What follows belongs to an exercise in optimizing a design on an open flow for small area, a short achievable clock period and few clock cycles; a production flow would make more cautious choices. RTL that was checked went through simulation tests only; none was proved equivalent to the original.

==> 12-27 <==
==> flow/design.v <==
module Core (
    clk,
    rst,
    init_PC,
    imem_addr,
    imem_rdata,
    dmem_addr,
    dmem_we,
    dmem_wdata,
    dmem_rdata,
    halted
);
input clk;
input rst;
input [7:0] init_PC;
output [7:0] imem_addr;
input [11:0] imem_rdata;
output [7:0] dmem_addr;
output dmem_we;
output [7:0] dmem_wdata;
input [7:0] dmem_rdata;
output reg halted;
reg [7:0] sa;        
reg kill;            
reg [7:0] imm;       
reg pend;            
reg z, n;
reg [3:0] cnt;       
reg [7:0] s0, s1;
reg [7:0] below;     
reg e_pushi;         
reg e_ldp;           
reg e_ldl;           
reg e_pop;           
reg e_st;
reg e_alu;
reg e_sub;
reg e_jmp, e_jz, e_jn;   
wire e_ld = e_ldp | e_ldl;
wire e_push = e_pushi | e_ld;    
wire ex_taken = e_jmp | (e_jz & z) | (e_jn & n);
wire port_x = e_st | e_ldl;      
assign imem_addr = sa;
assign dmem_addr = port_x ? imm : imem_rdata[7:0];
assign dmem_we = e_st;
assign dmem_wdata = s0;
wire [3:0] rop = imem_rdata[11:8];
wire r_halt = rop[3];
wire r_jmp = (rop == 4'd3);
wire r_jz = (rop == 4'd4);
wire r_jn = (rop == 4'd5);
wire capture = ~kill & ~halted & ~ex_taken & ~e_ldl;
wire early_res = e_pushi & (r_jmp | r_jz | r_jn);
wire early_taken = e_pushi & (r_jmp | (r_jz & z) | (r_jn & n));
wire late = capture & (rop == 4'd1) & port_x;
wire nv = capture & ~r_halt;
wire n_full = e_push ? (cnt == 4'd7) : ((e_pop | e_alu) ? 1'b0 : cnt[3]);
wire [7:0] sa_inc = sa + 8'd1;
wire [7:0] alu_b = e_sub ? ~s1 : s1;
wire [7:0] alu_r = s0 + alu_b + {7'd0, e_sub};
wire [7:0] cz = {s0[6:0] | s1[6:0], 1'b0};
wire z_add = &((s0 ^ s1) ~^ cz);
wire z_sub = (s0 == s1);
always @(posedge clk) begin
    if (rst) begin
        sa <= init_PC;
        kill <= 1'b1;
        pend <= 1'b0;
        halted <= 1'b0;
        z <= 1'b0;
        n <= 1'b0;
        cnt <= 4'd0;
        s0 <= 8'd0;
        s1 <= 8'd0;
        e_pushi <= 1'b0;
        e_ldp <= 1'b0;
        e_ldl <= 1'b0;
        e_pop <= 1'b0;
        e_st <= 1'b0;
        e_alu <= 1'b0;
        e_jmp <= 1'b0;
        e_jz <= 1'b0;
        e_jn <= 1'b0;
    end else begin
        kill <= ex_taken | early_taken | late;
        sa <= ({8{ex_taken}} & s0) | ({8{early_taken}} & imm) |
              ({8{late}} & sa) | ({8{~(ex_taken | early_taken | late)}} & sa_inc);
        if (capture & r_halt)
            halted <= 1'b1;
        pend <= e_ldl;
        e_pushi <= nv & (rop == 4'd0) & ~n_full;
        e_ldp <= nv & (rop == 4'd1) & ~n_full & ~port_x;
        e_ldl <= nv & (rop == 4'd1) & ~n_full & port_x;
        e_pop <= nv & ((rop[3:1] == 3'b001) | (rop[3:1] == 3'b010));
        e_st <= nv & (rop == 4'd2);
        e_alu <= nv & (rop[3:1] == 3'b011);
        e_jmp <= nv & ~early_res & (rop == 4'd3);
        e_jz <= nv & ~early_res & (rop == 4'd4);
        e_jn <= nv & ~early_res & (rop == 4'd5);
        if (e_push)
            cnt <= cnt + 4'd1;
        else if (e_pop & (cnt != 4'd0))
            cnt <= cnt - 4'd1;
        else if (e_alu & (cnt != 4'd1))
            cnt <= (cnt == 4'd0) ? 4'd1 : cnt - 4'd1;
        if (e_pushi)
            s0 <= imm;
        else if (e_pop)
            s0 <= s1;
        else if (e_alu)
            s0 <= alu_r;
        else if (e_ld | pend)
            s0 <= dmem_rdata;
        if (e_push)
            s1 <= s0;
        else if (e_pop | e_alu)
            s1 <= below;
        if (e_alu) begin
            z <= e_sub ? z_sub : z_add;
            n <= alu_r[7];
        end
    end
end
always @(posedge clk) begin
    imm <= imem_rdata[7:0];
    e_sub <= (rop == 4'd7);
end
reg [7:0] f0, f1, f2, f3, f4, f5;
always @(posedge clk) begin
    if (e_push) begin
        case (cnt)
            4'd2: f0 <= s1;
            4'd3: f1 <= s1;
            4'd4: f2 <= s1;
            4'd5: f3 <= s1;
            4'd6: f4 <= s1;
            4'd7: f5 <= s1;
            default: ;
        endcase
    end
end
always @(*) begin
    case (cnt)
        4'd3: below = f0;
        4'd4: below = f1;
        4'd5: below = f2;
        4'd6: below = f3;
        4'd7: below = f4;
        4'd8: below = f5;
        default: below = 8'd0;
    endcase
end
endmodule
==> flow/flow/run.sh <==
#!/bin/bash
# The standard layout (the standard.sh), except that the port buffers
# are sky130_fd_sc_hd__buf_1 cells rather than the delay buffers that
# buffer_ports picks by default. make's full output goes to standard.log;
# ORFS keeps each step's own log under orfs/logs/.
set -euo pipefail
export BUFFER_PORTS_ARGS="-buffer_cell sky130_fd_sc_hd__buf_1"
bash standard.sh > standard.log 2>&1
==> flow/standard.sh <==
#!/bin/bash
# synth_recipe.tcl (not shown) runs the flow's synth.tcl, then flattens the netlist and writes it again
# the make line also repeats each setting of config.mk as NAME=value (left out here)
make -C /OpenROAD-flow-scripts/flow DESIGN_CONFIG=/design/flow/config.mk WORK_HOME=/design/flow/orfs CLKGATE_MAP_FILE= SYNTH_SCRIPT=/design/flow/synth_recipe.tcl "${@:-finish}"
==> flow/config.mk <==
export PLATFORM = sky130hd
export DESIGN_NAME = Core
export DESIGN_NICKNAME = Core
export VERILOG_FILES = /design/flow/design.v
export SDC_FILE = /design/flow/constraint.sdc
export NUM_CORES = 4
export LEC_CHECK = 0
export ABC_CLOCK_PERIOD_IN_PS = 1800
export CAP_MARGIN = 20
export CORE_MARGIN = 2
export CORE_UTILIZATION = 40
export SETUP_SLACK_MARGIN = 2.0
export SLEW_MARGIN = 20
==> flow/constraint.sdc <==
create_clock -name core_clock -period 4.0 [get_ports {clk}]
set_input_delay 0.8000 -clock core_clock [delete_from_list [all_inputs] [get_ports {clk}]]
set_output_delay 0.8000 -clock core_clock [all_outputs]
set_load 0.01 [all_outputs]
==> 07-21: changes against 12-27 <==
==> flow/design.v (replaced) <==
module Core (
    clk,
    rst,
    init_PC,
    imem_addr,
    imem_rdata,
    dmem_addr,
    dmem_we,
    dmem_wdata,
    dmem_rdata,
    halted
);
input clk;
input rst;
input [7:0] init_PC;
output [7:0] imem_addr;
input [11:0] imem_rdata;
output [7:0] dmem_addr;
output dmem_we;
output [7:0] dmem_wdata;
input [7:0] dmem_rdata;
output reg halted;
reg [7:0] sa;        
reg fv;              
reg [3:0] op;
reg [7:0] imm;
reg xv;              
reg pend;            
reg z, n;
reg [3:0] cnt;       
reg [7:0] s0, s1, s2, s3, s4, s5, s6, s7;
wire full = cnt[3];
wire is_push = (op[3:1] == 3'b000);
wire is_ld   = (op == 4'd1);
wire is_st   = (op == 4'd2);
wire is_pop  = (op[3:1] == 3'b001) | (op[3:1] == 3'b010);
wire is_alu  = (op[3:1] == 3'b011);
wire uses_tos = is_pop | is_alu;
wire stall = pend & xv & uses_tos;
wire go = xv & ~stall;
wire taken = go & ((op == 4'd3) | ((op == 4'd4) & z) | ((op == 4'd5) & n));
assign imem_addr = taken ? s0 : sa;
assign dmem_addr = imm;
assign dmem_we = go & is_st;
assign dmem_wdata = s0;
wire [3:0] rop = imem_rdata[11:8];
wire capture = fv & ~stall & ~taken & ~halted;
wire r_halt = rop[3];
wire r_uses = (rop[3:1] != 3'b000);
wire push_go = go & is_push & ~full;
wire shift_up = go & (is_pop | is_alu);
wire stall_next = go & is_ld & ~full & capture & r_uses & ~r_halt;
wire [7:0] alu_r = op[0] ? (s0 - s1) : (s0 + s1);
always @(posedge clk) begin
    if (rst) begin
        sa <= init_PC;
        fv <= 1'b0;
        xv <= 1'b0;
        pend <= 1'b0;
        halted <= 1'b0;
        z <= 1'b0;
        n <= 1'b0;
        cnt <= 4'd0;
        s0 <= 8'd0;
        s1 <= 8'd0;
    end else begin
        fv <= 1'b1;
        if (taken)
            sa <= s0 + 8'd1;
        else if (!stall_next)
            sa <= sa + 8'd1;
        if (!stall) begin
            op <= rop;
            imm <= imem_rdata[7:0];
            xv <= capture & ~r_halt;
        end
        if (capture & r_halt)
            halted <= 1'b1;
        pend <= go & is_ld & ~full;
        if (push_go)
            cnt <= cnt + 4'd1;
        else if (go & is_pop & (cnt != 4'd0))
            cnt <= cnt - 4'd1;
        else if (go & is_alu & (cnt != 4'd1))
            cnt <= (cnt == 4'd0) ? 4'd1 : cnt - 4'd1;
        if (push_go)
            s0 <= imm;
        else if (go & is_pop)
            s0 <= s1;
        else if (go & is_alu)
            s0 <= alu_r;
        else if (pend)
            s0 <= dmem_rdata;
        if (push_go)
            s1 <= pend ? dmem_rdata : s0;
        else if (shift_up)
            s1 <= (cnt[3] | (cnt[1] & cnt[0]) | cnt[2]) ? s2 : 8'd0;
        if (go & is_alu) begin
            z <= (alu_r == 8'd0);
            n <= alu_r[7];
        end
    end
end
always @(posedge clk) begin
    if (push_go) begin
        s2 <= s1; s3 <= s2; s4 <= s3; s5 <= s4; s6 <= s5; s7 <= s6;
    end else if (shift_up) begin
        s2 <= s3; s3 <= s4; s4 <= s5; s5 <= s6; s6 <= s7;
    end
end
endmodule
==> flow/run.sh (new file) <==
#!/bin/bash
# synth_recipe.tcl (not shown) runs the flow's synth.tcl, then flattens the netlist and writes it again
# the make line also repeats each setting of config.mk as NAME=value (left out here)
make -C /OpenROAD-flow-scripts/flow DESIGN_CONFIG=/design/flow/config.mk WORK_HOME=/design/flow/orfs CLKGATE_MAP_FILE= SYNTH_SCRIPT=/design/flow/synth_recipe.tcl finish
==> flow/config.mk (replaced) <==
export PLATFORM = sky130hd
export DESIGN_NAME = Core
export DESIGN_NICKNAME = Core
export VERILOG_FILES = /design/flow/design.v
export SDC_FILE = /design/flow/constraint.sdc
export NUM_CORES = 4
export LEC_CHECK = 0
export ABC_CLOCK_PERIOD_IN_PS = 1799
export CAP_MARGIN = 20
export CORE_MARGIN = 2
export CORE_UTILIZATION = 40
export SETUP_SLACK_MARGIN = 2.2
export SLEW_MARGIN = 20
removed: flow/flow/run.sh
removed: flow/standard.sh
==> metrics.md <==
| Metric | Value |
|---|---|
| Outcome | `timing/DRC/antenna clean` |
| Post-Synth Adder-Cell Area | `3.41%` |
| Die area | `0.0134 mm²` |
| Mapped Cells | `522` |
| WP depth | `6` |
| Setup Buffers After CTS | `82` |
| 1st-pass router iterations | `5` |
-- figures above: 07-21

==> metrics.md <==
| Metric | Value |
|---|---|
| Outcome | `timing/DRC/antenna clean` |
| Worst endpoint data arrival time | `1430 ps` |
| Setup Buffers After CTS | `8` |
| Top layer in use | `met4` |
| Post-Synth Adder-Cell Area | `4.97%` |
| FFs & Latches | `99` |
| 1st-pass router iterations | `7` |
| Die area | `0.0132 mm²` |
| Mapped Cells | `484` |
-- figures above: 12-27

Testbench counts of 07-21, summed over its fixed seeds: cycles 39,427.
Only the layout flow was run in 12-27; the RTL was not checked for function there.

## separate check: timing with driven ports
The results above use ideal ports. As a check the final layouts listed here were re-extracted and re-timed, cells and wires unchanged.
Step 1: set_driving_cell puts a clkbuf_16 on clk and a buf_2 on each other input, an assumption about the parent block.
Step 2 times the ports against the registers' clock, not the clock port: input delays grow and output delays shrink by t, the midpoint of the rising clock arrivals with the driver on.
Slacks: ideal ports / drivers / drivers and shift; pairs: ideal ports / drivers.
run	t, ns	setup WS [ns]	worst setup path at the end	cell pins on the clock port's net
12-27	0.385	1.773 / 1.738 / 1.543	input to register	1
07-21	0.388	1.260 / 1.222 / 1.359	register to register	1
After both steps setup and hold are still met in every run listed. The setup slack of 12-27, which loses most, moves by -0.035 ns with the drivers and by -0.230 ns with both steps.
